This is an optimization exercise on Yosys and OpenROAD, whose aim is a short achievable clock period and few clock cycles, not a production implementation.
In this exercise RTL edits were held to simulation tests only and were not proved equivalent to the original.
Power is estimated from default activity; no workload was simulated.

==> flow/design.v <==
`timescale 1ns / 1ps
module adder32(
    input [31:0] in1,
    input [31:0] in2,
    output [31:0] out
    );
    assign out = in1 + in2;
endmodule
`timescale 1ns / 1ps
module alu_control(
    input [1:0] alu_op,
    input [2:0] fun3,
    input [6:0] fun7,
    output reg [3:0] out,
    output reg invert
    );
    always @(*) begin
    invert = 0;
        case(alu_op) 
            2'b00: out = 4'd2; 
            2'b01: begin     
                case (fun3)
                    3'b000: out = 4'd3;   
                    3'b001: begin out = 4'd3; invert = 1; end   
                    3'b100: begin out = 4'd6; invert = 1; end   
                    3'b101: begin out = 4'd6; invert = 0; end 
                    3'b110: begin out = 4'd7; invert = 1; end  
                    3'b111: begin out = 4'd7; invert = 0; end
                    default: out = 4'd0;
                endcase
            end
            2'b10: begin       
                case ({fun7[5], fun3})   
                    4'b0000: out = 4'd2;  
                    4'b0111: out = 4'd0;  
                    4'b0110: out = 4'd1;  
                    4'b0100: out = 4'd4;  
                    4'b0010: out = 4'd6;  
                    4'b0011: out = 4'd7;  
                    4'b0001: out = 4'd5; 
                    4'b1000: out = 4'd2;  
                    4'b1111: out = 4'd0;  
                    4'b1110: out = 4'd1;  
                    4'b1100: out = 4'd4;  
                    4'b1010: out = 4'd6;  
                    4'b1011: out = 4'd7;  
                    4'b1001: out = 4'd5; 
                    4'b0101: out = 4'd8; 
                    4'b1101: out = 4'd9; 
                    default: out = 4'd0;
                endcase
            end
            2'b11: begin        
                case ({fun7[5], fun3})
                    4'b0000: out = 4'd2;  
                    4'b1000: out = 4'd3; 
                    4'b0111: out = 4'd0; 
                    4'b0110: out = 4'd1; 
                    4'b0100: out = 4'd4; 
                    4'b0001: out = 4'd5; 
                    4'b0101: out = 4'd8; 
                    4'b1101: out = 4'd9; 
                    4'b0010: out = 4'd6;  
                    4'b0011: out = 4'd7;  
                    default: out = 4'd0;
                endcase
            end          
        endcase 
    end
endmodule
`timescale 1ns / 1ps
module control_unit (
    input [6:0] opcode,
    input [2:0] func3,
    output reg byte_op,
    output reg half_op,
    output reg unsigned_op, 
    output reg mem_read, mem_write, reg_write,
    output reg [1:0] alu_op, pc_src, alu_src,
    output reg [2:0] mem_to_reg
);
    always @(*) begin
        mem_read   = 0;
        mem_write  = 0;
        reg_write  = 0;
        alu_src    = 0;
        alu_op     = 2'b00;
        pc_src     = 2'b00;
        mem_to_reg = 3'b000;
        byte_op = 0;
        half_op = 0;
        unsigned_op = 0;
        if (opcode == 7'd3 || opcode == 7'd35) begin
            case (func3)
                3'd0: begin  
                    byte_op = 1;
                    half_op = 0;
                    unsigned_op = 0;
                end
                3'd1: begin  
                    byte_op = 0;
                    half_op = 1;
                    unsigned_op = 0;
                end
                3'd2: begin  
                    byte_op = 0;
                    half_op = 0;
                    unsigned_op = 0;
                end
                3'd4: begin  
                    byte_op = 1;
                    half_op = 0;
                    unsigned_op = 1;
                end
                3'd5: begin  
                    byte_op = 0;
                    half_op = 1;
                    unsigned_op = 1;
                end
            endcase
        end
        case (opcode)
            7'd51: begin
            alu_src = 0;
            mem_to_reg = 3'b000;
            reg_write = 1;
            mem_read = 0;
            mem_write = 0;
            alu_op = 2'b11;
            pc_src = 2'b00;
            end
            7'd19: begin
            alu_src = 1;
            mem_to_reg = 3'b000;
            reg_write = 1;
            mem_read = 0;
            mem_write = 0;
            alu_op = 2'b10;
            pc_src = 2'b00;
            end
            7'd3: begin
            alu_src = 1;
            mem_to_reg = 3'b001;
            reg_write = 1;
            mem_read = 1;
            mem_write = 0;
            alu_op = 2'b00;
            pc_src = 2'b00;
            end
            7'd35: begin
            alu_src = 2;
            mem_to_reg = 3'b000; 
            reg_write = 0;
            mem_read = 0;
            mem_write = 1;
            alu_op = 2'b00;
            pc_src = 2'b00;
            end
            7'd99: begin
            alu_src = 0;
            mem_to_reg = 3'b000; 
            reg_write = 0;
            mem_read = 0;
            mem_write = 0;
            alu_op = 2'b01;
            pc_src = 2'b01;
            end
            7'd111: begin
            alu_src = 0;
            mem_to_reg = 3'b010; 
            reg_write = 1;
            mem_read = 0;
            mem_write = 0;
            alu_op = 2'b00; 
            pc_src = 2'b10;
            end
            7'd103: begin
            alu_src = 1;
            mem_to_reg = 3'b010; 
            reg_write = 1;
            mem_read = 0;
            mem_write = 0;
            alu_op = 2'b00;
            pc_src = 2'b11;
            end
            7'd55: begin
            alu_src = 0;
            mem_to_reg = 3'b011; 
            reg_write = 1;
            mem_read = 0;
            mem_write = 0;
            alu_op = 2'b00;
            pc_src = 2'b00;
            end
            7'd23: begin
            alu_src = 0;
            mem_to_reg = 3'b100; 
            reg_write = 1;
            mem_read = 0;
            mem_write = 0;
            alu_op = 2'b00;
            end
        endcase
    end
endmodule
`timescale 1ns / 1ps
module load_op(
    input byte_op,
    input half_op,
    input unsigned_op,
    input [1:0] byte_offset,
    input [31:0] data_from_mem,
    output reg [31:0] op_data
);
    always @(*) begin
        if(byte_op) begin
            case(byte_offset)
            2'b00:
            op_data = unsigned_op ?
                {24'b0, data_from_mem[7:0]} :
                {{24{data_from_mem[7]}}, data_from_mem[7:0]};
            2'b01:
            op_data = unsigned_op ?
                {24'b0, data_from_mem[15:8]} :
                {{24{data_from_mem[15]}}, data_from_mem[15:8]};
            2'b10:
            op_data = unsigned_op ?
                {24'b0, data_from_mem[23:16]} :
                {{24{data_from_mem[23]}}, data_from_mem[23:16]};
            2'b11:
            op_data = unsigned_op ?
                {24'b0, data_from_mem[31:24]} :
                {{24{data_from_mem[31]}}, data_from_mem[31:24]};
            endcase
        end else if(half_op) begin
            case(byte_offset[1])
            1'b0:
            op_data = unsigned_op ?
                {16'b0, data_from_mem[15:0]} :
                {{16{data_from_mem[15]}}, data_from_mem[15:0]};
            1'b1:
            op_data = unsigned_op ?
                {16'b0, data_from_mem[31:16]} :
                {{16{data_from_mem[31]}}, data_from_mem[31:16]};
            endcase
        end else begin
            op_data = data_from_mem;
        end
    end
endmodule
`timescale 1ns / 1ps
module main_alu(
    input invert,
    input [31:0] src1, src2,
    input [3:0] operation,
    output reg zero_flag,
    output reg [31:0] out
);
    always @(*) begin
        case (operation)
            4'b0000: out = src1 & src2;              
            4'b0001: out = src1 | src2;              
            4'b0010: out = src1 + src2;            
            4'b0011: out = src1 - src2;            
            4'b0100: out = src1 ^ src2;            
            4'b0101: out = src1 << src2[4:0];      
            4'b0110: out = ($signed(src1) < $signed(src2)) ? 1 : 0; 
            4'b0111: out = (src1 < src2) ? 1 : 0;  
            4'b1000: out = src1 >> src2[4:0];        
            4'b1001: out = $signed(src1) >>> src2[4:0]; 
            default: out = 32'h0;
        endcase
        if (invert == 1'b0)
            zero_flag = (out == 32'h0) ? 1'b1 : 1'b0; 
        else
            zero_flag = (out == 32'h0) ? 1'b0 : 1'b1;  
    end
endmodule
`timescale 1ns / 1ps
module mux_4X1(
    input [31:0] in0,
    input [31:0] in1,
    input [31:0] in2,
    input [31:0] in3,
    input [1:0]sel,
    output reg [31:0] out
    );
    always @(*) begin
        case(sel)
            2'b00: out = in0;
            2'b01: out = in1;
            2'b10: out = in2;
            2'b11: out = in3;
        endcase
    end
endmodule
`timescale 1ns / 1ps
module mux_5x1 (
    input  [31:0] in0,
    input  [31:0] in1,
    input  [31:0] in2,
    input  [31:0] in3,
    input  [31:0] in4,
    input  [2:0]  sel,
    output reg [31:0] out
);
    always @(*) begin
        case (sel)
            3'b000: out = in0;
            3'b001: out = in1;
            3'b010: out = in2;
            3'b011: out = in3;
            3'b100: out = in4;
            default: out = 32'b0;
        endcase
    end
endmodule
`timescale 1ns / 1ps
module pc(
    input clk,
    input rst,
    input [31:0] jump_address,
    output reg [31:0] pc_next
);
    reg [31:0] pc_value;
    always @(posedge clk or posedge rst) begin
        if (rst) begin
            pc_value <= 32'b0;   
        end else begin
            pc_value <= jump_address;
        end
    end
    always @(*) begin
        pc_next = pc_value;  
    end
endmodule
`timescale 1ns / 1ps
module pc_src_control(
    input [1:0] pc_mux_control,
    input zero_flag,
    output reg [1:0] pc_control
    );
    always @(*) begin
        if(pc_mux_control == 2'b01 && zero_flag == 1) begin
            pc_control = 01;
        end else if(pc_mux_control == 2'b10 || pc_mux_control == 2'b11) begin
            pc_control = pc_mux_control;
        end else begin
            pc_control = 00;
        end
    end
endmodule
`timescale 1ns / 1ps
module reg_file (
    input clk,
    input rst,
    input [4:0] dest_reg, src1_reg, src2_reg,
    input [31:0] reg_write_data,
    input reg_write_control,
    output [31:0] src1_reg_value, src2_reg_value
);
    reg [31:0] registers [0:31];
   integer i;
    always @(posedge clk or posedge rst) begin
        if (rst) begin
            for (i = 0; i < 32; i = i + 1)
                registers[i] <= 32'd0;
        end else if (reg_write_control && dest_reg != 0) begin
            registers[dest_reg] <= reg_write_data;
        end
    end
    assign src1_reg_value = registers[src1_reg];
    assign src2_reg_value = registers[src2_reg];
endmodule
`timescale 1ns / 1ps
module sign_ext_12_to_32(
    input [31:0] instruction,
    output [31:0] out, u_type_immediate, jal_offset, s_type_immediate, b_type_immediate
    );
    assign b_type_immediate = { {20{instruction[31]}}, instruction[7], instruction[30:25], instruction[11:8], 1'b0 };
    assign jal_offset = { {12{instruction[31]}}, instruction[19:12], instruction[20], instruction[30:21], 1'b0 };
    assign out = {{20{instruction[31]}}, instruction[31:20]};
    assign s_type_immediate = {{20{instruction[31]}}, instruction[31:25], instruction[11:7]};   
    assign u_type_immediate = {instruction[31:12], 12'b0};
endmodule
`timescale 1ns / 1ps
module single_cycle_rv32i_core(
    input clk,
    input rst,
    output [31:0] instruction_address,
    input [31:0] instruction,
    output mem_write,
    output mem_read,
    output byte_op,
    output half_op,
    output [31:0] mem_address,
    input [31:0] mem_data_from_mem,
    output [31:0] mem_data_to_mem
);
    reg  [31:0] pc;
    reg         e_valid;
    reg  [31:0] e_a, e_b, e_sdata;
    reg  [31:0] e_pc4, e_btarget, e_alt;
    reg  [4:0]  e_rd;
    reg         e_wr, e_load, e_store, e_br, e_jalr, e_pred;
    reg  [2:0]  e_f3;
    reg         e_add, e_sub, e_sll, e_slt, e_sltu, e_xor, e_sr, e_sra, e_or, e_and, e_alt_sel;
    reg         m_wr, m_load, m_store;
    reg  [4:0]  m_rd;
    reg  [31:0] m_res, m_sdata;
    reg  [2:0]  m_f3;
    assign mem_address     = m_res;
    assign mem_read        = m_load;
    assign mem_write       = m_store;
    assign byte_op         = (m_f3[1:0] == 2'b00);
    assign half_op         = (m_f3[1:0] == 2'b01);
    assign mem_data_to_mem = m_sdata;
    reg [31:0] ld_val;
    always @(*) begin
        case (m_f3[1:0])
            2'b00: begin
                case (m_res[1:0])
                    2'b00: ld_val = {{24{~m_f3[2] & mem_data_from_mem[7]}},  mem_data_from_mem[7:0]};
                    2'b01: ld_val = {{24{~m_f3[2] & mem_data_from_mem[15]}}, mem_data_from_mem[15:8]};
                    2'b10: ld_val = {{24{~m_f3[2] & mem_data_from_mem[23]}}, mem_data_from_mem[23:16]};
                    default: ld_val = {{24{~m_f3[2] & mem_data_from_mem[31]}}, mem_data_from_mem[31:24]};
                endcase
            end
            2'b01: begin
                if (m_res[1]) ld_val = {{16{~m_f3[2] & mem_data_from_mem[31]}}, mem_data_from_mem[31:16]};
                else          ld_val = {{16{~m_f3[2] & mem_data_from_mem[15]}}, mem_data_from_mem[15:0]};
            end
            default: ld_val = mem_data_from_mem;
        endcase
    end
    wire [31:0] m_result = m_load ? ld_val : m_res;
    reg  [31:1] rvld;
    wire [31:0] rf [0:31];
    assign rf[0] = 32'd0;
    genvar gi;
    generate
        for (gi = 1; gi < 32; gi = gi + 1) begin : g_rf
            reg [31:0] r;
            always @(posedge clk)
                if (m_wr && m_rd == gi) r <= m_result;
            assign rf[gi] = r & {32{rvld[gi]}};
        end
    endgenerate
    always @(posedge clk or posedge rst) begin
        if (rst) rvld <= 31'd0;
        else if (m_wr) rvld <= rvld | (31'd1 << (m_rd - 5'd1));
    end
    wire [31:0] e_sum = e_a + (e_b ^ {32{e_sub}}) + {31'd0, e_sub};
    wire        e_eq  = (e_a == e_b);
    wire        e_ltu = (e_a < e_b);
    wire        e_lt  = ($signed(e_a) < $signed(e_b));
    wire [31:0] e_shl = e_a << e_b[4:0];
    wire [31:0] e_shr = $signed({e_sra & e_a[31], e_a}) >>> e_b[4:0];
    wire [31:0] e_result =
          ({32{e_add | e_sub}} & e_sum)
        | ({32{e_sll}}  & e_shl)
        | ({32{e_slt}}  & {31'd0, e_lt})
        | ({32{e_sltu}} & {31'd0, e_ltu})
        | ({32{e_xor}}  & (e_a ^ e_b))
        | ({32{e_sr}}   & e_shr)
        | ({32{e_or}}   & (e_a | e_b))
        | ({32{e_and}}  & (e_a & e_b))
        | ({32{e_alt_sel}} & e_alt);
    wire e_cond  = e_f3[2] ? (e_f3[1] ? e_ltu : e_lt) : e_eq;
    wire e_taken = e_cond ^ e_f3[0];
    wire e_mispredict = e_valid & ((e_br & (e_taken ^ e_pred)) | e_jalr);
    wire [31:0] e_target = e_jalr ? {e_sum[31:1], 1'b0} : (e_taken ? e_btarget : e_pc4);
    always @(posedge clk or posedge rst) begin
        if (rst) begin
            m_wr <= 1'b0; m_load <= 1'b0; m_store <= 1'b0;
            m_rd <= 5'd0; m_res <= 32'd0; m_sdata <= 32'd0; m_f3 <= 3'd0;
        end else begin
            m_wr    <= e_valid & e_wr;
            m_load  <= e_valid & e_load;
            m_store <= e_valid & e_store;
            m_rd    <= e_rd;
            m_res   <= e_result;
            m_sdata <= e_sdata;
            m_f3    <= e_f3;
        end
    end
    assign instruction_address = pc;
    wire [31:0] ins = instruction;
    wire [4:0]  opc = ins[6:2];
    wire [4:0]  f_rd  = ins[11:7];
    wire [4:0]  f_rs1 = ins[19:15];
    wire [4:0]  f_rs2 = ins[24:20];
    wire [2:0]  f_f3  = ins[14:12];
    wire op_lui   = (opc == 5'b01101);
    wire op_auipc = (opc == 5'b00101);
    wire op_jal   = (opc == 5'b11011);
    wire op_jalr  = (opc == 5'b11001);
    wire op_br    = (opc == 5'b11000);
    wire op_load  = (opc == 5'b00000);
    wire op_store = (opc == 5'b01000);
    wire op_alui  = (opc == 5'b00100);
    wire op_alur  = (opc == 5'b01100);
    wire use_rs1 = op_jalr | op_br | op_load | op_store | op_alui | op_alur;
    wire use_rs2 = op_br | op_store | op_alur;
    wire f_wr    = (op_lui | op_auipc | op_jal | op_jalr | op_load | op_alui | op_alur) & (f_rd != 5'd0);
    wire [31:0] i_imm = {{20{ins[31]}}, ins[31:20]};
    wire [31:0] s_imm = {{20{ins[31]}}, ins[31:25], ins[11:7]};
    wire [31:0] b_imm = {{19{ins[31]}}, ins[31], ins[7], ins[30:25], ins[11:8], 1'b0};
    wire [31:0] j_imm = {{11{ins[31]}}, ins[31], ins[19:12], ins[20], ins[30:21], 1'b0};
    wire [31:0] u_imm = {ins[31:12], 12'd0};
    wire [31:0] pc4      = pc + 32'd4;
    wire [31:0] pc_b     = pc + b_imm;
    wire [31:0] pc_j     = pc + j_imm;
    wire [31:0] pc_u     = pc + u_imm;
    wire e_fw = e_valid & e_wr;
    wire [31:0] rs1v = (e_fw && e_rd == f_rs1) ? e_result :
                       (m_wr && m_rd == f_rs1) ? m_result : rf[f_rs1];
    wire [31:0] rs2v = (e_fw && e_rd == f_rs2) ? e_result :
                       (m_wr && m_rd == f_rs2) ? m_result : rf[f_rs2];
    wire stall = e_valid & e_load & e_wr &
                 ((use_rs1 & (f_rs1 == e_rd)) | (use_rs2 & (f_rs2 == e_rd)));
    wire f_redirect = op_jal | (op_br & ins[31]);
    always @(posedge clk or posedge rst) begin
        if (rst) pc <= 32'd0;
        else if (e_mispredict) pc <= e_target;
        else if (stall) pc <= pc;
        else if (f_redirect) pc <= op_jal ? pc_j : pc_b;
        else pc <= pc4;
    end
    always @(posedge clk or posedge rst) begin
        if (rst) e_valid <= 1'b0;
        else e_valid <= ~(e_mispredict | stall);
    end
    always @(posedge clk) begin
        e_a       <= rs1v;
        e_b       <= (op_alur | op_br) ? rs2v : (op_store ? s_imm : i_imm);
        e_sdata   <= rs2v;
        e_pc4     <= pc4;
        e_btarget <= pc_b;
        e_alt     <= op_lui ? u_imm : (op_auipc ? pc_u : pc4);
        e_rd      <= f_rd;
        e_wr      <= f_wr;
        e_load    <= op_load;
        e_store   <= op_store;
        e_br      <= op_br;
        e_jalr    <= op_jalr;
        e_pred    <= ins[31];
        e_f3      <= f_f3;
        e_add     <= op_load | op_store | ((op_alui | (op_alur & ~ins[30])) & f_f3 == 3'd0);
        e_sub     <= op_alur & ins[30] & f_f3 == 3'd0;
        e_sll     <= (op_alui | op_alur) & f_f3 == 3'd1;
        e_slt     <= (op_alui | op_alur) & f_f3 == 3'd2;
        e_sltu    <= (op_alui | op_alur) & f_f3 == 3'd3;
        e_xor     <= (op_alui | op_alur) & f_f3 == 3'd4;
        e_sr      <= (op_alui | op_alur) & f_f3 == 3'd5;
        e_sra     <= (op_alui | op_alur) & f_f3 == 3'd5 & ins[30];
        e_or      <= (op_alui | op_alur) & f_f3 == 3'd6;
        e_and     <= (op_alui | op_alur) & f_f3 == 3'd7;
        e_alt_sel <= op_lui | op_auipc | op_jal | op_jalr;
    end
endmodule
==> flow/run.sh <==
#!/bin/bash
# synth_recipe.tcl (not shown) runs the flow's synth.tcl, then flattens the netlist and writes it again
# the make line also repeats each setting of config.mk as NAME=value (left out here)
make -C /OpenROAD-flow-scripts/flow DESIGN_CONFIG=/design/flow/config.mk WORK_HOME=/design/flow/orfs CLKGATE_MAP_FILE= SYNTH_SCRIPT=/design/flow/synth_recipe.tcl finish
==> flow/config.mk <==
export PLATFORM = sky130hd
export DESIGN_NAME = single_cycle_rv32i_core
export DESIGN_NICKNAME = single_cycle_rv32i_core
export VERILOG_FILES = /design/flow/design.v
export SDC_FILE = /design/flow/constraint.sdc
export NUM_CORES = 4
export LEC_CHECK = 0
export CAP_MARGIN = 20
export CORE_MARGIN = 2
export CORE_UTILIZATION = 25
export PLACE_DENSITY = 0.4
export SLEW_MARGIN = 20
==> flow/constraint.sdc <==
create_clock -name core_clock -period 13.0 [get_ports {clk}]
set_input_delay 2.6000 -clock core_clock [delete_from_list [all_inputs] [get_ports {clk}]]
set_output_delay 2.6000 -clock core_clock [all_outputs]
set_load 0.01 [all_outputs]
==> results of run 1 <==
-- cells by family (layout without fill, tap and decap cells) --
logic type      count (synthesis)  in the layout  share of synthesized area
xor+xnor                      166            166                     0.0203
fa+ha+maj                     186            186                     0.0329
flops                        1347           1347                      0.524
mux                           197            197                     0.0397
other cells                     0             18                          0
compound gates                958            958                     0.0861
buf+inv                       766            932                     0.0407
simple gates                 3621           3621                      0.256
-- cells in the mapped netlist (23+ instances only) --
| cell type | count | area share |
|---|---|---|
| nand2_1 | 305 | 0.016 |
| ha_1 | 182 | 0.032 |
| buf_1 | 68 | 0.0036 |
| nor3_1 | 67 | 0.0047 |
| o22ai_1 | 24 | 0.0021 |
| mux4_2 | 65 | 0.020 |
| nand4_1 | 441 | 0.038 |
| nand2b_1 | 34 | 0.0030 |
| nor4_1 | 130 | 0.011 |
| a221oi_1 | 41 | 0.0050 |
| o31ai_1 | 23 | 0.0024 |
| xnor2_1 | 65 | 0.0079 |
| a21o_1 | 33 | 0.0035 |
| nor2b_1 | 24 | 0.0021 |
| o21a_1 | 27 | 0.0028 |
| nand3_1 | 2040 | 0.14 |
| a21oi_1 | 259 | 0.018 |
| o21ai_0 | 234 | 0.016 |
| dfxtp_1 | 216 | 0.060 |
| mux2i_1 | 82 | 0.011 |
| a211oi_1 | 46 | 0.0048 |
| nor2_1 | 406 | 0.021 |
| inv_1 | 145 | 0.0076 |
| a31oi_1 | 47 | 0.0041 |
| xor2_1 | 101 | 0.012 |
| or2_2 | 45 | 0.0039 |
| and3_1 | 41 | 0.0036 |
| o211ai_1 | 23 | 0.0024 |
| clkbuf_1 | 525 | 0.027 |
| a22oi_1 | 23 | 0.0024 |
| edfxtp_1 | 992 | 0.42 |
| mux2_2 | 38 | 0.0060 |
| dfrtp_1 | 139 | 0.049 |
-- final cells by class --
cell class | count | share of cell area
antenna | 18 | 0.000533
clock buffer | 226 | 0.0554
clock inverter | 68 | 0.00667
inverter | 147 | 0.00662
multi-input combinational | 5128 | 0.379
sequential | 1347 | 0.447
tap | 3762 | 0.0557
timing repair buffer | 491 | 0.0491
-- where the power goes --
| part | internal, mW | switching [mW] | leakage [nW] |
|---|---|---|---|
| clock network | 2.65 | 2.00 | 2.58 |
| logic | 1.11 | 2.37 | 14.0 |
| registers | 5.00 | 0.632 | 12.7 |
-- final timing paths --
check | end | depth (start not counted) | slack (ns) | startpoint
setup / recovery | e_a[31] | 11 | 5.47 | instruction[18]
hold reg to reg | m_sdata[10] | 0 | 0.30 | e_sdata[10]
hold / removal | m_sdata[10] | 0 | 0.30 | e_sdata[10]
min in group asynchronous | pc[22] | 2 | 2.26 | rst
max in group asynchronous | rvld[2] | 3 | 9.49 | rst
setup reg to reg | pc[24] | 14 | 6.58 | e_a[31]
-- worst max-delay path: cells and delay by family --
family                 cells  cell delay, ns
buffers and inverters      3            2.22
AND/OR/NAND/NOR            5            1.91
AO/OA/AOI/OAI              3            1.45
-- flip-flops by register name (all words and copies together) (netlist names), 3 cells and up --
register / flops
e_sdata: 32
e_a: 32
m_sdata: 32
rvld: 31
m_rd: 5
g_rf.r: 992
pc: 32
e_pc4: 31
e_rd: 5
m_res: 32
m_f3: 3
e_alt: 32
e_btarget: 32
e_f3: 3
e_b: 32
-- per-layer routing --
layer | wire [microns] | track usage
met1 | 178000 | 0.396
met4 | 31800 | 0.170
met2 | 182000 | 0.422
met3 | 65700 | 0.113
met5 | 298 | 0
-- metrics by stage --
stage / setup slack, ns / util
after floorplan: 6.68 / -
after global placement: 5.06 / 0.277
after detailed placement: 5.06 / 0.277
after CTS: 5.92 / 0.296
after global routing: 5.85 / 0.296
final: 5.47 / 0.296
==> impl_metrics.ini, run 1 <==
[run_status]
status = complete, no violations

[sta]
drv_slew = 0
tns_ns = 0
post-route-period-util = 0.579
fin_hold_ws_ns = 0.298
fin_skew_ns = 0.125
slew_headroom = 0.137
max_freq_ghz = 0.133
hold_viol_final = 0
rsz0062_at_grt = no
period_needed_ns = 7.53
worst_slew_pin_slew_ns = 1.30
setup_viol_count_final = 0

[floorplanning]
die-area_sq_mm = 0.291
pin_count = 166
start_util = 0.251
die_w_microns = 539
num_rows = 196
die_h_microns = 539
coreArea_sq_mm = 0.285

[final_layout]
final_cells = 11200
final_cell_mix = nand3_1 (2040), edfxtp_1 (992), nand4_1 (441), buf_4 (322), nor2_1 (319)
final_area_sq_mm = 0.0844
final_common_cell = nand3_1
drive_above_1_share = 0.124
fin_nets = 7533
seq_area_sq_mm = 0.0377
multi_input_area_sq_mm = 0.0320
areaGrowthSynthToFinish_pct = 17.8
fillCellCount = 29700

[route]
dr.pass1.iters = 7
avgRoutedWirePerCell_microns = 40.9
routed_wl_mm = 457
antenna_left = 0
avgViaCountPerCell = 6.38
drt_iter0_drc = 13700
post-route-drc-count = 0
vias = 71400

[synth]
synth.net_count = 7493
syn_area_sq_mm = 0.0717
yosys_register_bits = 1347
synth_edf_count = 992
synth_cells = 7241
yosys_warnings = 1
yosys_most_used_dff = edfxtp_1
syn_area_per_cell_sq_um = 9.90
yosysUniqueCellTypes = 80
synth-seq-area-share = 0.524
async_reset_ff_frac = 0.103

[setup_path]
crit_path_end_kind = flop
critical_path.max_fanout = 14
startpoint_type = primary input
cp_slowest_cell = clkdlybuf4s50_1
max_stage_delay_ns = 1.19
cp.required_ns = 13.72
worstPathCellList = clkdlybuf4s50_1 > nand2_1 > nor2_4 > buf_4 > buf_4 > nand3_1 > nand4_1 > nor4_1 > a21oi_1 > a211oi_1 > a21oi_1
crit_type = primary input to flop
cp.arrival_ns = 8.24

[run]
drv_cap = 0

[pwr]
peakVddDrop_v = 0.000115
leakage_nw = 29.3
total_power_mw = 13.8
cellPowerDensity_mw_per_mm2 = 163

[clock_tree]
cts_buffer_depth = 4
clk_latency_ns = 0.91
post_cts_resized = 0
cts_buffers = 166
clock-root-buffer = clkbuf_16
htreeDepth = 4
cts_hold_buffers = 0
cts_tree = yes
postCtsSetupBuffers = 0
cts.sinks = 1347
clkTransAtPathRegs_ns = 0.06

[grt]
grt_pass1_vias = 66000
grt_overflow = 0
antenna_found_initial = 37
grt_usage = 0.302
grt_pass1_wl_mm = 602
grt_max_degree = 72

[placement]
hpwl_mm = 282
placed_cells = 10900
port_buffers = 163
dpl_cell_area_sq_mm = 0.0791
gp_congestion = 0.962

[min_path]
min_path_type = flop to flop
Testbench counts, summed over its fixed seeds: cycles 126,436.
==> inputs of run 2 (changes only) <==
--- a/flow/design.v
+++ b/flow/design.v
@@ -401,9 +401,16 @@
     reg         e_valid;
-    reg  [31:0] e_a, e_b, e_sdata;
-    reg  [31:0] e_pc4, e_btarget, e_alt;
+    reg  [31:0] e_rd1, e_rd2;           
+    reg         e_bm1, e_bm2;           
+    reg         e_bw1, e_bw2;           
+    reg  [31:0] e_imm;                  
+    reg  [20:0] e_off;                  
+    reg  [19:0] e_uimm;
+    reg         e_use_imm;
+    reg  [31:0] e_pc, e_pc4;
     reg  [4:0]  e_rd;
-    reg         e_wr, e_load, e_store, e_br, e_jalr, e_pred;
+    reg         e_wr, e_load, e_store, e_br, e_jal, e_jalr, e_pred, e_mis_static;
     reg  [2:0]  e_f3;
-    reg         e_add, e_sub, e_sll, e_slt, e_sltu, e_xor, e_sr, e_sra, e_or, e_and, e_alt_sel;
-    reg         m_wr, m_load, m_store;
+    reg         e_add, e_sub, e_sll, e_slt, e_sltu, e_xor, e_sr, e_sra, e_or, e_and;
+    reg         e_lui, e_auipc, e_link;
+    reg         m_wr, m_load, m_store, m_byte, m_half;
     reg  [4:0]  m_rd;
@@ -411,2 +418,3 @@
     reg  [2:0]  m_f3;
+    reg  [31:0] w_res;
     assign mem_address     = m_res;
@@ -414,4 +422,4 @@
     assign mem_write       = m_store;
-    assign byte_op         = (m_f3[1:0] == 2'b00);
-    assign half_op         = (m_f3[1:0] == 2'b01);
+    assign byte_op         = m_byte;
+    assign half_op         = m_half;
     assign mem_data_to_mem = m_sdata;
@@ -436,5 +444,5 @@
     wire [31:0] m_result = m_load ? ld_val : m_res;
+    always @(posedge clk) w_res <= m_result;
     reg  [31:1] rvld;
-    wire [31:0] rf [0:31];
-    assign rf[0] = 32'd0;
+    wire [31:0] rf [1:31];
     genvar gi;
@@ -445,3 +453,3 @@
                 if (m_wr && m_rd == gi) r <= m_result;
-            assign rf[gi] = r & {32{rvld[gi]}};
+            assign rf[gi] = r;
         end
@@ -452,4 +460,9 @@
     end
+    wire [31:0] e_a  = e_bm1 ? m_res : (e_bw1 ? w_res : e_rd1);
+    wire [31:0] e_r2 = e_bm2 ? m_res : (e_bw2 ? w_res : e_rd2);
+    wire [31:0] e_b  = e_use_imm ? e_imm : e_r2;
     wire [31:0] e_sum = e_a + (e_b ^ {32{e_sub}}) + {31'd0, e_sub};
-    wire        e_eq  = (e_a == e_b);
+    wire        e_eq  = (e_a == e_r2);
+    wire        e_ltu_b = (e_a < e_r2);
+    wire        e_lt_b  = ($signed(e_a) < $signed(e_r2));
     wire        e_ltu = (e_a < e_b);
@@ -458,2 +471,4 @@
     wire [31:0] e_shr = $signed({e_sra & e_a[31], e_a}) >>> e_b[4:0];
+    wire [31:0] e_ttarget = e_pc + {{11{e_off[20]}}, e_off};
+    wire [31:0] e_upc = {e_pc[31:12] + e_uimm, e_pc[11:0]};
     wire [31:0] e_result =
@@ -467,7 +482,12 @@
         | ({32{e_and}}  & (e_a & e_b))
-        | ({32{e_alt_sel}} & e_alt);
-    wire e_cond  = e_f3[2] ? (e_f3[1] ? e_ltu : e_lt) : e_eq;
-    wire e_taken = e_cond ^ e_f3[0];
-    wire e_mispredict = e_valid & ((e_br & (e_taken ^ e_pred)) | e_jalr);
-    wire [31:0] e_target = e_jalr ? {e_sum[31:1], 1'b0} : (e_taken ? e_btarget : e_pc4);
+        | ({32{e_lui}}  & {e_uimm, 12'd0})
+        | ({32{e_auipc}} & e_upc)
+        | ({32{e_link}} & e_pc4);
+    wire e_cond  = e_f3[2] ? (e_f3[1] ? e_ltu_b : e_lt_b) : e_eq;
+    wire e_taken = e_br & (e_cond ^ e_f3[0]);
+    wire e_mispredict = e_valid & (e_mis_static | e_jalr |
+                                   (e_br & (e_taken ^ e_pred)) |
+                                   (e_jal & ~e_pred));
+    wire [31:0] e_jt  = e_a + e_imm;
+    wire [31:0] e_target = e_jalr ? {e_jt[31:1], 1'b0} : ((e_taken | e_jal) ? e_ttarget : e_pc4);
     always @(posedge clk or posedge rst) begin
@@ -475,3 +495,2 @@
             m_wr <= 1'b0; m_load <= 1'b0; m_store <= 1'b0;
-            m_rd <= 5'd0; m_res <= 32'd0; m_sdata <= 32'd0; m_f3 <= 3'd0;
         end else begin
@@ -480,6 +499,24 @@
             m_store <= e_valid & e_store;
-            m_rd    <= e_rd;
-            m_res   <= e_result;
-            m_sdata <= e_sdata;
-            m_f3    <= e_f3;
+        end
+    end
+    always @(posedge clk) begin
+        m_rd    <= e_rd;
+        m_res   <= e_result;
+        m_sdata <= e_r2;
+        m_f3    <= e_f3;
+        m_byte  <= (e_f3[1:0] == 2'b00);
+        m_half  <= (e_f3[1:0] == 2'b01);
+    end
+    reg  [15:0] btb_v;
+    reg  [25:0] btb_tag [0:15];
+    reg  [29:0] btb_tgt [0:15];
+    wire [3:0]  e_bi = e_pc[5:2];
+    always @(posedge clk or posedge rst) begin
+        if (rst) btb_v <= 16'd0;
+        else if (e_valid & (e_br | e_jal)) btb_v[e_bi] <= e_taken | e_jal;
+    end
+    always @(posedge clk) begin
+        if (e_valid & (e_br | e_jal)) begin
+            btb_tag[e_bi] <= e_pc[31:6];
+            btb_tgt[e_bi] <= e_ttarget[31:2];
         end
@@ -487,2 +524,5 @@
     assign instruction_address = pc;
+    wire [3:0]  f_bi  = pc[5:2];
+    wire        f_hit = btb_v[f_bi] && (btb_tag[f_bi] == pc[31:6]);
+    wire [31:0] f_ptarget = {btb_tgt[f_bi], 2'b00};
     wire [31:0] ins = instruction;
@@ -507,23 +547,22 @@
     wire [31:0] s_imm = {{20{ins[31]}}, ins[31:25], ins[11:7]};
-    wire [31:0] b_imm = {{19{ins[31]}}, ins[31], ins[7], ins[30:25], ins[11:8], 1'b0};
-    wire [31:0] j_imm = {{11{ins[31]}}, ins[31], ins[19:12], ins[20], ins[30:21], 1'b0};
-    wire [31:0] u_imm = {ins[31:12], 12'd0};
-    wire [31:0] pc4      = pc + 32'd4;
-    wire [31:0] pc_b     = pc + b_imm;
-    wire [31:0] pc_j     = pc + j_imm;
-    wire [31:0] pc_u     = pc + u_imm;
-    wire e_fw = e_valid & e_wr;
-    wire [31:0] rs1v = (e_fw && e_rd == f_rs1) ? e_result :
-                       (m_wr && m_rd == f_rs1) ? m_result : rf[f_rs1];
-    wire [31:0] rs2v = (e_fw && e_rd == f_rs2) ? e_result :
-                       (m_wr && m_rd == f_rs2) ? m_result : rf[f_rs2];
-    wire stall = e_valid & e_load & e_wr &
+    wire [20:0] b_off = {{8{ins[31]}}, ins[31], ins[7], ins[30:25], ins[11:8], 1'b0};
+    wire [20:0] j_off = {ins[31], ins[19:12], ins[20], ins[30:21], 1'b0};
+    wire [31:0] pc4 = pc + 32'd4;
+    reg [31:0] rd1, rd2;
+    integer k;
+    always @(*) begin
+        rd1 = 32'd0;
+        rd2 = 32'd0;
+        for (k = 1; k < 32; k = k + 1) begin
+            rd1 = rd1 | (rf[k] & {32{rvld[k] & (f_rs1 == k)}});
+            rd2 = rd2 | (rf[k] & {32{rvld[k] & (f_rs2 == k)}});
+        end
+    end
+    wire stall = e_valid & e_load & e_wr & ~e_mis_static &
                  ((use_rs1 & (f_rs1 == e_rd)) | (use_rs2 & (f_rs2 == e_rd)));
-    wire f_redirect = op_jal | (op_br & ins[31]);
+    wire [31:0] pc_nostall = e_mispredict ? e_target : (f_hit ? f_ptarget : pc4);
     always @(posedge clk or posedge rst) begin
         if (rst) pc <= 32'd0;
-        else if (e_mispredict) pc <= e_target;
         else if (stall) pc <= pc;
-        else if (f_redirect) pc <= op_jal ? pc_j : pc_b;
-        else pc <= pc4;
+        else pc <= pc_nostall;
     end
@@ -534,8 +573,14 @@
     always @(posedge clk) begin
-        e_a       <= rs1v;
-        e_b       <= (op_alur | op_br) ? rs2v : (op_store ? s_imm : i_imm);
-        e_sdata   <= rs2v;
+        e_rd1     <= rd1;
+        e_rd2     <= rd2;
+        e_bm1     <= e_valid & e_wr & (f_rs1 == e_rd);
+        e_bm2     <= e_valid & e_wr & (f_rs2 == e_rd);
+        e_bw1     <= m_wr & (f_rs1 == m_rd);
+        e_bw2     <= m_wr & (f_rs2 == m_rd);
+        e_imm     <= op_store ? s_imm : i_imm;
+        e_off     <= op_jal ? j_off : b_off;
+        e_uimm    <= ins[31:12];
+        e_use_imm <= ~(op_alur | op_br);
+        e_pc      <= pc;
         e_pc4     <= pc4;
-        e_btarget <= pc_b;
-        e_alt     <= op_lui ? u_imm : (op_auipc ? pc_u : pc4);
         e_rd      <= f_rd;
@@ -545,4 +590,6 @@
         e_br      <= op_br;
+        e_jal     <= op_jal;
         e_jalr    <= op_jalr;
-        e_pred    <= ins[31];
+        e_pred    <= f_hit;
+        e_mis_static <= f_hit & ~(op_br | op_jal | op_jalr);
         e_f3      <= f_f3;
@@ -558,3 +605,5 @@
         e_and     <= (op_alui | op_alur) & f_f3 == 3'd7;
-        e_alt_sel <= op_lui | op_auipc | op_jal | op_jalr;
+        e_lui     <= op_lui;
+        e_auipc   <= op_auipc;
+        e_link    <= op_jal | op_jalr;
     end
==> flow/flow/run.sh (new file) <==
#!/bin/bash
set -euo pipefail
bash standard.sh ADDER_MAP_FILE= synth > synth.log 2>&1
bash standard.sh SETUP_SLACK_MARGIN=9.5 "BUFFER_PORTS_ARGS=-buffer_cell sky130_fd_sc_hd__buf_8" finish > layout.log 2>&1
==> flow/standard.sh (new file) <==
#!/bin/bash
# synth_recipe.tcl (not shown) runs the flow's synth.tcl, then flattens the netlist and writes it again
# the make line also repeats each setting of config.mk as NAME=value (left out here)
make -C /OpenROAD-flow-scripts/flow DESIGN_CONFIG=/design/flow/config.mk WORK_HOME=/design/flow/orfs CLKGATE_MAP_FILE= SYNTH_SCRIPT=/design/flow/synth_recipe.tcl "${@:-finish}"
--- a/flow/config.mk
+++ b/flow/config.mk
@@ -7,2 +7,3 @@
 export LEC_CHECK = 0
+export ABC_CLOCK_PERIOD_IN_PS = 1000
 export CAP_MARGIN = 20
removed: flow/run.sh
==> run 2 against run 1 <==
  * Combinational power increased by 110%
  * Via count increased by 21%
  * Cell area rose by 67%
  * Still clean
  * Clock power rose by 55%
  * Largest power group unchanged
  * Die area is 43% higher
  * Global-route usage is 2.4 points lower
  * Critical path depth grew 5
  * Sequential power rose by 67%
  * Total power increased by 74%
==> impl_metrics.ini, run 2 <==
[setup_path]
cp.arrival_ns = 5.57
ff2ff_setup_slack_ns = 8.16
crit_path_end_kind = flop
r2r-start = e_bw2
critical_path.max_fanout = 5
crit_top_cell = o211ai_1
cp_top_family = compound AO/OA/AOI/OAI gates
startpoint_type = flop
path_buf_inv = 3
max_stage_delay_ns = 0.56
worst_r2r_endpoint = m_res[27]
reg2regPathDepth = 16
worstPathCellList = buf_16 > buf_12 > mux2_2 > o211ai_1 > nand2_1 > maj3_1 > nand2_2 > o311a_4 > o211ai_1 > a2111oi_4 > o211ai_1 > buf_4 > a21boi_2 > xor2_1 > mux2i_1 > o211ai_1
cp.required_ns = 13.73
cp_slowest_cell = a2111oi_4
crit_type = flop to flop

[clock_tree]
cts_tree = yes
clock-root-buffer = clkbuf_16
clk_latency_ns = 0.97
cts_buffers = 248
cts.sinks = 2272
cts_buffer_depth = 4
htreeDepth = 4
cts_hold_buffers = 0
clkTransAtPathRegs_ns = 0.07

[final_layout]
fillCellCount = 39500
top_register = g_rf.r
final_cell_mix = edfxtp_1 (1888), buf_4 (644), nand2_1 (456), a22oi_1 (429), nor2_1 (315)
largest_reg_flops = 992
fin_nets = 8697
drive_above_1_share = 0.371
final_common_cell = edfxtp_1
areaGrowthSynthToFinish_pct = 37.3
final_cells = 14300
fin_util = 0.345
top_regs = g_rf.r: 992 flops, btb_tgt: 480 flops, btb_tag: 416 flops

[min_path]
min_from = e_rd[0]
hold_path_end = m_rd[0]
min_path_cells = 0
min_path_type = flop to flop

[synth]
yosys-top-cells-area = edfxtp_1 (55%), mux4_2 (6.0%), dfxtp_1 (5.9%)
syn_area_per_cell_sq_um = 13.5
synth_fa_ha_area_frac = 0.00516
synth.net_count = 7662
synthMuxAreaShare = 0.0817
async_reset_ff_frac = 0.0365
synth_top_family_by_area = compound AO/OA/AOI/OAI gates
yosys_warnings = 1
synthSimpleGateAreaFrac = 0.0806
synth_edf_count = 1888
synth_common_cells = edfxtp_1 (1888), a22oi_1 (559), nand2_1 (483)
yosys_most_used_dff = edfxtp_1
synth_cells = 7596
yosys.area.top_type = edfxtp_1
synth_xor_area_frac = 0.0257
netlist.area_leader.share = 0.551
synth_compound_area_frac = 0.150
syn_area_sq_mm = 0.103
yosys_register_bits = 2272
yosysUniqueCellTypes = 103
yosys.cell_count.top_type = edfxtp_1
synth-seq-area-share = 0.630

[route]
vias = 86500
post-route-drc-count = 0
antenna_left = 0
drt_iter0_drc = 14600
avgViaCountPerCell = 6.04
avgRoutedWirePerCell_microns = 42.6
dr.pass1.iters = 10
routed_wl_mm = 611

[grt]
grt_overflow = 0
grt_pass1_vias = 80100
grt_max_degree = 88
grt_usage = 0.278
antenna_found_initial = 49
grt_pass1_wl_mm = 779

[sta]
drv_slew = 0
period_needed_ns = 4.84
worst_slew_pin_slew_ns = 1.47
tns_ns = 0
rsz0062_at_grt = yes
post-route-period-util = 0.372
setup_viol_count_final = 0
slew_headroom = 0.0195
hold_viol_final = 0
fin_skew_ns = 0.0836
max_freq_ghz = 0.207

[placement]
hpwl_mm = 314
port_buffers = 163
placed_cells = 12900
gp_congestion = 0.967

[floorplanning]
coreArea_sq_mm = 0.410
start_util = 0.251
die_h_microns = 645
die-area_sq_mm = 0.416
pin_count = 166
num_rows = 235
die_w_microns = 645

[pwr]
leakage_nw = 47.8
peakVddDrop_v = 0.000110
total_power_mw = 23.9
cellPowerDensity_mw_per_mm2 = 169

[run]
drv_cap = 0

[run_status]
status = complete, no violations
## run 2: worst register-to-register path: cells and delay by family (launching register included)
family	cells	cell delay (ns)
multiplexers	2	0.70
AO/OA/AOI/OAI	7	2.03
AND/OR/NAND/NOR	2	0.29
flip-flops	1	0.51
buffers and inverters	3	0.52
XOR/XNOR	1	0.22
adder cells (fa/ha/maj)	1	0.37
## run 2: cell type report
cell class / count / area [sq um] / area share
Timing Repair Buffer: 1356 / 18500 / 0.131
Clock buffer: 328 / 6790 / 0.0481
Sequential cell: 2272 / 65100 / 0.461
Clock inverter: 127 / 1220 / 0.00864
Antenna cell: 41 / 103 / 0.000727
Tap cell: 5451 / 6820 / 0.0483
Inverter: 79 / 332 / 0.00235
Multi-Input combinational cell: 4674 / 42300 / 0.300
## run 2: repair_timing
| item | in CTS | in global routing |
|---|---|---|
| endpoints found under the setup margin | 1320 | 904 |
| resized for setup | 1298 | 395 |
| buffers inserted | 613 | 166 |
| pin swaps | 323 | 267 |
| gates cloned | 118 | 29 |
## run 2: logic make-up after synthesis
group,Yosys count
compound gates,2100
buf+inv,683
simple gates,1709
mux,478
xor+xnor,301
flops,2272
fa+ha+maj,53
## run 2: worst max path at each step
stage / start / to / slack (ns) / cells past startpoint
detailed placement: pc[2] / pc[24] / 6.48 / 13
CTS: e_bw1 / pc[26] / 8.21 / 21
finish: e_bw2 / m_res[27] / 8.16 / 16
global placement: pc[2] / pc[24] / 6.42 / 13
global route: e_bw2 / pc[16] / 8.16 / 21
floorplan: instruction[17] / e_rd1[21] / 8.57 / 9
## run 2: per-stage QoR
| step | hold WS [ns] | setup slack, ns | cell area [sq um] |
|---|---|---|---|
| 2_1_floorplan | 0.329 | 8.57 | 106000 |
| 5_1_grt | 0.413 | 8.16 | 141000 |
| 3_3_place_gp | 0.399 | 6.42 | 115000 |
| 6_report | 0.400 | 8.16 | 141000 |
| 3_5_place_dp | 0.386 | 6.48 | 115000 |
| 4_1_cts | 0.405 | 8.21 | 137000 |
## run 2: metal layers
layer / track usage / vias up / part of all wire
li1: - / 32900 / -
met5: 0.00116 / - / 0.00071
met1: 0.343 / 44600 / 0.36
met3: 0.0730 / 2186 / 0.11
met4: 0.206 / 20 / 0.098
met2: 0.418 / 6888 / 0.43
## run 2: report_power, final
group	total [mW]	internal, mW	switching (mW)	leakage (nW)
Sequential	9.39	8.86	0.535	20.6
Combinational	7.33	3.07	4.26	23.3
Clock	7.19	4.07	3.13	3.90
Testbench counts of run 2, summed over its fixed seeds: cycles 126,408.
==> inputs of run 3 (changes only) <==
--- a/flow/design.v
+++ b/flow/design.v
@@ -403,3 +403,2 @@
     reg         e_bm1, e_bm2;           
-    reg         e_bw1, e_bw2;           
     reg  [31:0] e_imm;                  
@@ -410,3 +409,3 @@
     reg  [4:0]  e_rd;
-    reg         e_wr, e_load, e_store, e_br, e_jal, e_jalr, e_pred, e_mis_static;
+    reg         e_wr, e_load, e_store, e_br, e_jal, e_jalr, e_pred, e_mis_static, e_replay;
     reg  [2:0]  e_f3;
@@ -418,6 +417,7 @@
     reg  [2:0]  m_f3;
-    reg  [31:0] w_res;
-    assign mem_address     = m_res;
-    assign mem_read        = m_load;
-    assign mem_write       = m_store;
+    reg  [31:0] o_pc, o_addr;
+    reg         o_read, o_write;
+    assign mem_address     = o_addr;
+    assign mem_read        = o_read;
+    assign mem_write       = o_write;
     assign byte_op         = m_byte;
@@ -444,3 +444,2 @@
     wire [31:0] m_result = m_load ? ld_val : m_res;
-    always @(posedge clk) w_res <= m_result;
     reg  [31:1] rvld;
@@ -460,9 +459,14 @@
     end
-    wire [31:0] e_a  = e_bm1 ? m_res : (e_bw1 ? w_res : e_rd1);
-    wire [31:0] e_r2 = e_bm2 ? m_res : (e_bw2 ? w_res : e_rd2);
+    wire [31:0] e_a  = e_bm1 ? m_res : e_rd1;
+    wire [31:0] e_r2 = e_bm2 ? m_res : e_rd2;
     wire [31:0] e_b  = e_use_imm ? e_imm : e_r2;
     wire [31:0] e_sum = e_a + (e_b ^ {32{e_sub}}) + {31'd0, e_sub};
-    wire        e_eq  = (e_a == e_r2);
-    wire        e_ltu_b = (e_a < e_r2);
-    wire        e_lt_b  = ($signed(e_a) < $signed(e_r2));
+    wire eq00 = (e_rd1 == e_rd2), eq10 = (m_res == e_rd2), eq01 = (e_rd1 == m_res);
+    wire lu00 = (e_rd1 < e_rd2),  lu10 = (m_res < e_rd2),  lu01 = (e_rd1 < m_res);
+    wire ls00 = ($signed(e_rd1) < $signed(e_rd2));
+    wire ls10 = ($signed(m_res) < $signed(e_rd2));
+    wire ls01 = ($signed(e_rd1) < $signed(m_res));
+    wire e_eq    = e_bm1 ? (e_bm2 ? 1'b1 : eq10) : (e_bm2 ? eq01 : eq00);
+    wire e_ltu_b = e_bm1 ? (e_bm2 ? 1'b0 : lu10) : (e_bm2 ? lu01 : lu00);
+    wire e_lt_b  = e_bm1 ? (e_bm2 ? 1'b0 : ls10) : (e_bm2 ? ls01 : ls00);
     wire        e_ltu = (e_a < e_b);
@@ -487,3 +491,4 @@
     wire e_taken = e_br & (e_cond ^ e_f3[0]);
-    wire e_mispredict = e_valid & (e_mis_static | e_jalr |
+    wire e_live = e_valid & ~e_replay;
+    wire e_mispredict = e_valid & (e_replay | e_mis_static | e_jalr |
                                    (e_br & (e_taken ^ e_pred)) |
@@ -491,3 +496,3 @@
     wire [31:0] e_jt  = e_a + e_imm;
-    wire [31:0] e_target = e_jalr ? {e_jt[31:1], 1'b0} : ((e_taken | e_jal) ? e_ttarget : e_pc4);
+    wire [31:0] e_target = e_replay ? e_pc : e_jalr ? {e_jt[31:1], 1'b0} : ((e_taken | e_jal) ? e_ttarget : e_pc4);
     always @(posedge clk or posedge rst) begin
@@ -496,5 +501,5 @@
         end else begin
-            m_wr    <= e_valid & e_wr;
-            m_load  <= e_valid & e_load;
-            m_store <= e_valid & e_store;
+            m_wr    <= e_live & e_wr;
+            m_load  <= e_live & e_load;
+            m_store <= e_live & e_store;
         end
@@ -507,2 +512,5 @@
         m_byte  <= (e_f3[1:0] == 2'b00);
+        o_read  <= ~rst & e_live & e_load;
+        o_write <= ~rst & e_live & e_store;
+        if (e_valid) o_addr <= e_result;
         m_half  <= (e_f3[1:0] == 2'b01);
@@ -515,6 +523,6 @@
         if (rst) btb_v <= 16'd0;
-        else if (e_valid & (e_br | e_jal)) btb_v[e_bi] <= e_taken | e_jal;
+        else if (e_live & (e_br | e_jal)) btb_v[e_bi] <= e_taken | e_jal;
     end
     always @(posedge clk) begin
-        if (e_valid & (e_br | e_jal)) begin
+        if (e_live & (e_br | e_jal)) begin
             btb_tag[e_bi] <= e_pc[31:6];
@@ -523,3 +531,3 @@
     end
-    assign instruction_address = pc;
+    assign instruction_address = o_pc;
     wire [3:0]  f_bi  = pc[5:2];
@@ -560,21 +568,24 @@
     end
-    wire stall = e_valid & e_load & e_wr & ~e_mis_static &
+    wire f_replay = e_valid & e_load & e_wr &
                  ((use_rs1 & (f_rs1 == e_rd)) | (use_rs2 & (f_rs2 == e_rd)));
-    wire [31:0] pc_nostall = e_mispredict ? e_target : (f_hit ? f_ptarget : pc4);
+    wire [31:0] f_next  = f_hit ? f_ptarget : pc4;
+    wire [31:0] br_t    = e_pred ? f_next : e_ttarget;    
+    wire [31:0] br_n    = e_pred ? e_pc4 : f_next;        
+    wire        e_other = e_valid & (e_replay | e_mis_static | e_jalr | (e_jal & ~e_pred));
+    wire [31:0] o_next  = e_other ? (e_replay ? e_pc : e_jalr ? {e_jt[31:1], 1'b0} : e_ttarget) : f_next;
+    wire [31:0] pc_next = (e_live & e_br) ? (e_taken ? br_t : br_n) : o_next;
     always @(posedge clk or posedge rst) begin
         if (rst) pc <= 32'd0;
-        else if (stall) pc <= pc;
-        else pc <= pc_nostall;
+        else pc <= pc_next;
     end
+    always @(posedge clk) o_pc <= rst ? 32'd0 : pc_next;
     always @(posedge clk or posedge rst) begin
         if (rst) e_valid <= 1'b0;
-        else e_valid <= ~(e_mispredict | stall);
+        else e_valid <= ~e_mispredict;
     end
     always @(posedge clk) begin
-        e_rd1     <= rd1;
-        e_rd2     <= rd2;
-        e_bm1     <= e_valid & e_wr & (f_rs1 == e_rd);
-        e_bm2     <= e_valid & e_wr & (f_rs2 == e_rd);
-        e_bw1     <= m_wr & (f_rs1 == m_rd);
-        e_bw2     <= m_wr & (f_rs2 == m_rd);
+        e_rd1     <= (m_wr && f_rs1 == m_rd) ? m_result : rd1;
+        e_rd2     <= (m_wr && f_rs2 == m_rd) ? m_result : rd2;
+        e_bm1     <= e_live & e_wr & (f_rs1 == e_rd);
+        e_bm2     <= e_live & e_wr & (f_rs2 == e_rd);
         e_imm     <= op_store ? s_imm : i_imm;
@@ -593,2 +604,3 @@
         e_pred    <= f_hit;
+        e_replay  <= f_replay;
         e_mis_static <= f_hit & ~(op_br | op_jal | op_jalr);
--- a/flow/config.mk
+++ b/flow/config.mk
@@ -10,4 +10,4 @@
 export CORE_MARGIN = 2
-export CORE_UTILIZATION = 25
-export PLACE_DENSITY = 0.4
+export CORE_UTILIZATION = 35
+export PLACE_DENSITY = 0.5
 export SLEW_MARGIN = 20
==> run 3 against run 2 <==
  * Cell count decreased by 7.6%
  * Largest power group unchanged
  * Total power rose by 3.6%
  * Via count grew 5.3%
==> impl_metrics.ini, run 3 <==
[run_status]
status = complete, no violations

[floorplanning]
pin_count = 166
die_w_microns = 555
die-area_sq_mm = 0.308
num_rows = 202
coreArea_sq_mm = 0.303
die_h_microns = 555
start_util = 0.351

[sta]
setup_viol_count_final = 0
period_needed_ns = 4.36
fin_skew_ns = 0.0996
rsz0062_at_grt = yes
drv_slew = 0
post-route-period-util = 0.335
max_freq_ghz = 0.229
tns_ns = 0
hold_viol_final = 0
slew_headroom = 0.128
worst_slew_pin_slew_ns = 1.31

[pwr]
peakVddDrop_v = 0.000152
p_sw_frac = 0.337
pwr-share-clk = 0.299
comb_power_share = 0.308
total_power_mw = 24.8
p_seq_frac = 0.393
net-switching-power_mw = 8.36
p_int_mw = 16.4
leakage_nw = 49.7
cellPowerDensity_mw_per_mm2 = 172

[final_layout]
final_cell_mix = edfxtp_1 (1920), buf_4 (588), nor2_1 (395), nand2_1 (394), a22oi_1 (309)
seq_area_sq_mm = 0.0661
top_regs = g_rf.r: 992 flops, btb_tgt: 480 flops, btb_tag: 416 flops
multi_input_area_sq_mm = 0.0460
fillCellCount = 25800
fin_util = 0.477
final_common_cell = edfxtp_1
fin_nets = 9083
areaGrowthSynthToFinish_pct = 35.8
drive_above_1_share = 0.368
top_register = g_rf.r
largest_reg_flops = 992

[synth]
async_reset_ff_frac = 0.0356
yosys_register_bits = 2304
syn_area_sq_mm = 0.106
yosys_most_used_dff = edfxtp_1
yosysUniqueCellTypes = 108
synth-seq-area-share = 0.618
netlist.area_leader.share = 0.542
yosys.area.top_type = edfxtp_1
synth_cells = 7948
yosys-top-cells-area = edfxtp_1 (54%), mux4_2 (5.9%), dfxtp_1 (5.7%)
syn_area_per_cell_sq_um = 13.4
synth.net_count = 8014
synth_common_cells = edfxtp_1 (1920), clkbuf_1 (481), nor2_1 (467)
yosys.cell_count.top_type = edfxtp_1
yosys_warnings = 1
synth_edf_count = 1920

[setup_path]
cp.required_ns = 13.77
cp.arrival_ns = 5.13
crit_type = flop to flop
ff2ff_setup_slack_ns = 8.64
critical_path.max_fanout = 5
reg2regPathDepth = 12
crit_path_end_kind = flop
startpoint_type = flop

[grt]
grt_overflow = 0
grt_max_degree = 80
grt_pass1_vias = 84400
grt_usage = 0.353
antenna_found_initial = 53
grt_pass1_wl_mm = 744

[run]
drv_cap = 0

[clock_tree]
clock-root-buffer = clkbuf_16
clkTransAtPathRegs_ns = 0.06
cts.sinks = 2304
htreeDepth = 5
clk_latency_ns = 0.94
cts_buffers = 262
cts_buffer_depth = 4
cts_tree = yes

[route]
avgViaCountPerCell = 6.88
routed_wl_mm = 569
drt_iter0_drc = 17100
avgRoutedWirePerCell_microns = 42.9
antenna_left = 0
vias = 91100
post-route-drc-count = 0
dr.pass1.iters = 14

[placement]
gp_congestion = 1.03
hpwl_mm = 302
port_buffers = 163

[min_path]
min_path_cells = 0
min_path_type = flop to flop
run 3: changes by cell type in the layout (fill, tap and decap cells not counted), sizes merged, moves of 51 or more:
cell,change
a22oi,-216
mux2i,+51
nor2,+94
nand2,-78
a22o,+100
a221oi,+122
run 3: worst paths after layout:
path,startpoint,endpoint
worst max register to register,pc[2],o_pc[5]
worst min-delay path,pc[0],e_pc4[0]
worst min register to register,pc[0],e_pc4[0]
worst max-delay path,pc[2],o_pc[5]
min in group asynchronous,rst,pc[19]
max in group asynchronous,rst,pc[5]
run 3: logic make-up after synthesis:
| kind of cell | count (synthesis) | synth area share |
|---|---|---|
| xor+xnor | 329 | 0.0272 |
| simple gates | 1823 | 0.0835 |
| flops | 2304 | 0.618 |
| compound gates | 2131 | 0.149 |
| buf+inv | 726 | 0.0278 |
| fa+ha+maj | 84 | 0.00795 |
| mux | 551 | 0.0860 |
run 3: metrics by stage:
step	cells	hold slack, ns	cell area (sq um)	setup slack (ns)
final	13200	0.383	144000	8.64
after global routing	13200	0.400	144000	8.61
after CTS	13000	0.369	140000	8.73
after detailed placement	11800	0.356	116000	6.60
after global placement	11700	0.352	116000	6.52
after floorplan	7948	0.342	110000	8.61
run 3: cell type report:
cell class / instances / area share
Sequential cell: 2304 / 0.458
Antenna cell: 39 / 0.000676
Multi-Input combinational cell: 4980 / 0.319
Timing Repair Buffer: 1376 / 0.128
Inverter: 93 / 0.00256
Clock inverter: 125 / 0.00801
Tap cell: 3978 / 0.0345
Clock buffer: 343 / 0.0501
run 3: critical path, cell delays in order, from the launching register on:
cell     delay (ns)
dfrtp_4        0.56
buf_16         0.19
mux4_2         0.53
mux4_2         0.59
xnor2_4        0.29
nand4_1        0.27
or4_4          0.61
nor2_8         0.16
buf_4          0.17
mux2i_2        0.25
nor3_1         0.07
a211o_1        0.38
and2_1         0.19
run 3: power by group through the flow:
stage / registers [mW] / logic [mW] / clock network, mW
after floorplan: 9.47 / 3.67 / 0
after CTS: 9.70 / 7.18 / 7.44
after detailed placement: 9.90 / 5.87 / 0
after global placement: 9.88 / 5.81 / 0
after global routing: 9.74 / 7.86 / 7.73
final: 9.73 / 7.63 / 7.41
run 3: metal layers:
layer	GRT usage	routed length, microns	vias up
met1	0.426	197000	45700
met5	0.0142	1770	-
met2	0.498	231000	8359
met4	0.255	53700	77
met3	0.152	84600	2662
li1	-	-	34300
run 3: repair_timing:
action | CTS | global route
gates resized for setup | 1466 | 442
buffers inserted | 625 | 176
hold buffers | 0 | 0
pin swaps | 424 | 341
setup endpoints to repair | 2003 | 1333
gates cloned | 154 | 20
Testbench counts of run 3, summed over its fixed seeds: cycles 127,234.
==> inputs of run 4 (changes only) <==
--- a/flow/design.v
+++ b/flow/design.v
@@ -514,3 +514,3 @@
         o_write <= ~rst & e_live & e_store;
-        if (e_valid) o_addr <= e_result;
+        o_addr  <= e_jt;             
         m_half  <= (e_f3[1:0] == 2'b01);
@@ -533,3 +533,10 @@
     wire [3:0]  f_bi  = pc[5:2];
-    wire        f_hit = btb_v[f_bi] && (btb_tag[f_bi] == pc[31:6]);
+    wire [15:0] f_match;
+    genvar bi;
+    generate
+        for (bi = 0; bi < 16; bi = bi + 1) begin : g_btb
+            assign f_match[bi] = btb_v[bi] & (f_bi == bi) & (btb_tag[bi] == pc[31:6]);
+        end
+    endgenerate
+    wire        f_hit = |f_match;
     wire [31:0] f_ptarget = {btb_tgt[f_bi], 2'b00};
==> run 4 against run 3 <==
  * Sequential power shrank 0.9%
  * Utilization grew 0.44 points
  * Critical path depth shrank 2
  * Setup slack lost 0.30 ns
  * Synthesized cell count grew 6.3%
  * Clock skew shrank 0.0066 ns
==> impl_metrics.ini, run 4 <==
[pwr]
cellPowerDensity_mw_per_mm2 = 173
total_power_mw = 25.5
leakage_nw = 50.3
p_seq_frac = 0.378
p_int_mw = 16.4
comb_power_share = 0.323
peakVddDrop_v = 0.000133
net-switching-power_mw = 9.10
p_sw_frac = 0.357
pwr-share-clk = 0.300

[final_layout]
final_common_cell = edfxtp_1
final_cells = 13900
top_regs = g_rf.r: 992 flops, btb_tgt: 480 flops, btb_tag: 416 flops
largest_reg_flops = 992
fin_nets = 9647
top_register = g_rf.r
areaGrowthSynthToFinish_pct = 36.8
final_cell_mix = edfxtp_1 (1888), buf_4 (666), xnor2_1 (555), nor2_1 (421), nand2_1 (399)
drive_above_1_share = 0.366

[setup_path]
crit_path_end_kind = flop
worstPathCellList = buf_16 > buf_4 > nand2_1 > nor2_1 > and3_4 > buf_12 > a22oi_1 > nand3_1 > nor4_4 > a21oi_2
path_buf_inv = 3
cp_top_family = simple AND/OR/NAND/NOR gates
cp.required_ns = 13.76
cp_slowest_cell = nor4_4
crit_type = primary input to flop
critical_path.max_fanout = 26
max_stage_delay_ns = 1.03
critPathLaunch = instruction[19]
startpoint_type = primary input
cp.arrival_ns = 5.42
r2r-start = e_bm2

[route]
avgRoutedWirePerCell_microns = 42.1
vias = 94500
post-route-drc-count = 0
dr.pass1.iters = 11
routed_wl_mm = 585
antenna_left = 0
drt_iter0_drc = 17500
avgViaCountPerCell = 6.79

[placement]
gp_congestion = 0.998
dp_slack_ns = 6.99
hpwl_mm = 304
placed_cells = 12400
port_buffers = 163

[grt]
grt_pass1_vias = 85400
grt_max_degree = 73
grt_usage = 0.359
grt_pass1_wl_mm = 762
grt_overflow = 0
antenna_found_initial = 48

[sta]
fin_skew_ns = 0.0930
max_freq_ghz = 0.214
worst_slew_pin_slew_ns = 1.30
rsz0062_at_grt = yes
period_needed_ns = 4.66
slew_headroom = 0.137
post-route-period-util = 0.359
tns_ns = 0
hold_viol_final = 0
drv_slew = 0
setup_viol_count_final = 0
worst_slack_ns = 8.34

[run_status]
status = complete, no violations

[synth]
yosys_register_bits = 2304
synth.net_count = 8511
yosys.area.top_type = edfxtp_1
yosysUniqueCellTypes = 115
yosys-top-cells-area = edfxtp_1 (53%), dfxtp_1 (6.2%), xnor2_1 (4.9%)
yosys.cell_count.top_type = edfxtp_1
syn_area_per_cell_sq_um = 12.8
yosys_warnings = 1
synth_common_cells = edfxtp_1 (1888), xnor2_1 (604), nor2_1 (510)
synth-seq-area-share = 0.607
synth_cells = 8445
syn_area_sq_mm = 0.108
synth_edf_count = 1888
netlist.area_leader.share = 0.526
async_reset_ff_frac = 0.0356
yosys_most_used_dff = edfxtp_1

[clock_tree]
cts_buffer_depth = 4
clk_latency_ns = 0.97
clkTransAtPathRegs_ns = 0.07
cts.sinks = 2304
cts_buffers = 268
clock-root-buffer = clkbuf_16
htreeDepth = 5
cts_tree = yes

[min_path]
min_from = pc[0]
min_path_type = flop to flop

[floorplanning]
coreArea_sq_mm = 0.306
die_w_microns = 559
die_h_microns = 559
start_util = 0.352
pin_count = 166
num_rows = 203
die-area_sq_mm = 0.312

[run]
drv_cap = 0
[run 4: cells by family after synthesis]
family / synth area share
buf+inv: 0.0284
flops: 0.607
simple gates: 0.0911
mux: 0.0574
compound gates: 0.150
fa+ha+maj: 0.00654
xor+xnor: 0.0593
[run 4: power by group through the flow]
stage	Clock [mW]	Combinational, mW	Sequential (mW)
global placement	0	6.46	9.79
detailed placement	0	6.52	9.79
floorplan	0	3.71	9.49
finish	7.64	8.23	9.64
CTS	7.64	7.46	9.62
global route	7.94	8.44	9.66
[run 4: what timing repair did]
item                        CTS  global route
setup endpoints to repair  1854          1250
hold buffers                  0             0
resized for setup          1607           662
gates cloned                142            18
pin swaps                   495           444
buffers inserted            605           280
[run 4: worst register-to-register path: stages, from the launching register on]
cell and delay (ns):
dfxtp_4 0.39, buf_6 0.13, buf_12 0.14, buf_4 0.14
mux2_4 0.26, mux2i_4 0.11, buf_12 0.17, maj3_2 0.34
o311ai_4 0.31, a22oi_2 0.16, o21ai_4 0.22, a211oi_4 0.09
buf_6 0.16, o21ai_4 0.28, a21oi_4 0.12, maj3_2 0.35
a2111oi_4 0.46, a211oi_2 0.13, o21ai_1 0.15
[run 4: metal layers]
layer | vias to the layer above | wire (microns) | track usage | part of all wire
met1 | 47100 | 206000 | 0.445 | 0.35
met5 | - | 846 | 0.00108 | 0.0014
li1 | 35800 | - | - | -
met2 | 8872 | 235000 | 0.503 | 0.40
met4 | 48 | 54200 | 0.251 | 0.093
met3 | 2649 | 89200 | 0.151 | 0.15
[run 4: worst paths after layout]
kind                        endpoint  slack (ns)  cells past startpoint
max                         e_rd1[1]        8.34                     10
min                         e_pc4[0]        0.39                      0
max reg2reg                m_res[30]        8.82                     18
min reg2reg                 e_pc4[0]        0.39                      0
max in group asynchronous    rvld[1]       10.38                      3
min in group asynchronous     pc[12]        1.82                      2
[run 4: cell type report]
type / instances / area [sq um]
Antenna cell: 27 / 67.6
Clock buffer: 327 / 7080
Clock inverter: 154 / 1610
Fill cell: 26200 / 159000
Inverter: 99 / 385
Multi-Input combinational cell: 5466 / 48700
Sequential cell: 2304 / 65700
Tap cell: 4100 / 5130
Timing Repair Buffer: 1442 / 18700
[run 4: per-stage QoR]
| step | hold WS [ns] | instance area, sq um | utilization |
|---|---|---|---|
| 6_report | 0.388 | 147000 | 0.482 |
| 5_1_grt | 0.395 | 147000 | 0.481 |
| 4_1_cts | 0.373 | 142000 | 0.462 |
| 3_5_place_dp | 0.364 | 117000 | 0.383 |
| 3_3_place_gp | 0.355 | 117000 | 0.383 |
| 2_1_floorplan | 0.329 | 111000 | - |
Testbench counts of run 4, summed over its fixed seeds: cycles 127,234.

==> port drivers added, routing unchanged <==
The results above use ideal ports. As a check the final layouts listed here were re-extracted and re-timed, cells and wires unchanged.
Step 1 sets driving cells, clkbuf_16 on the clock port and buf_2 on the other inputs (assumed; they add their load-dependent delay and slew).
Step 2 adds t to the input delays and takes it off the output delays; t is the mean of the earliest and latest rising clock arrival at the registers after step 1. Input paths then give back, and output paths get back, about the clock's delay inside the block.
Slacks: no drivers / after step 1 / after step 2; pairs: no drivers / after step 1.
run | shift t [ns] | slack for setup (ns) | clock arrival spread, ns
run 1 | 0.940 | 5.474 / 5.546 / 4.607 | 0.151 / 0.151
run 2 | 1.032 | 8.162 / 8.162 / 7.583 | 0.095 / 0.095
run 3 | 0.996 | 8.640 / 8.640 / 7.772 | 0.112 / 0.112
run 4 | 1.024 | 8.338 / 8.365 / 7.342 | 0.101 / 0.101
After both steps setup and hold are still met in every run listed. For run 4, which loses most, drivers alone change the setup slack by +0.027 ns; drivers and shift together by -0.996 ns.
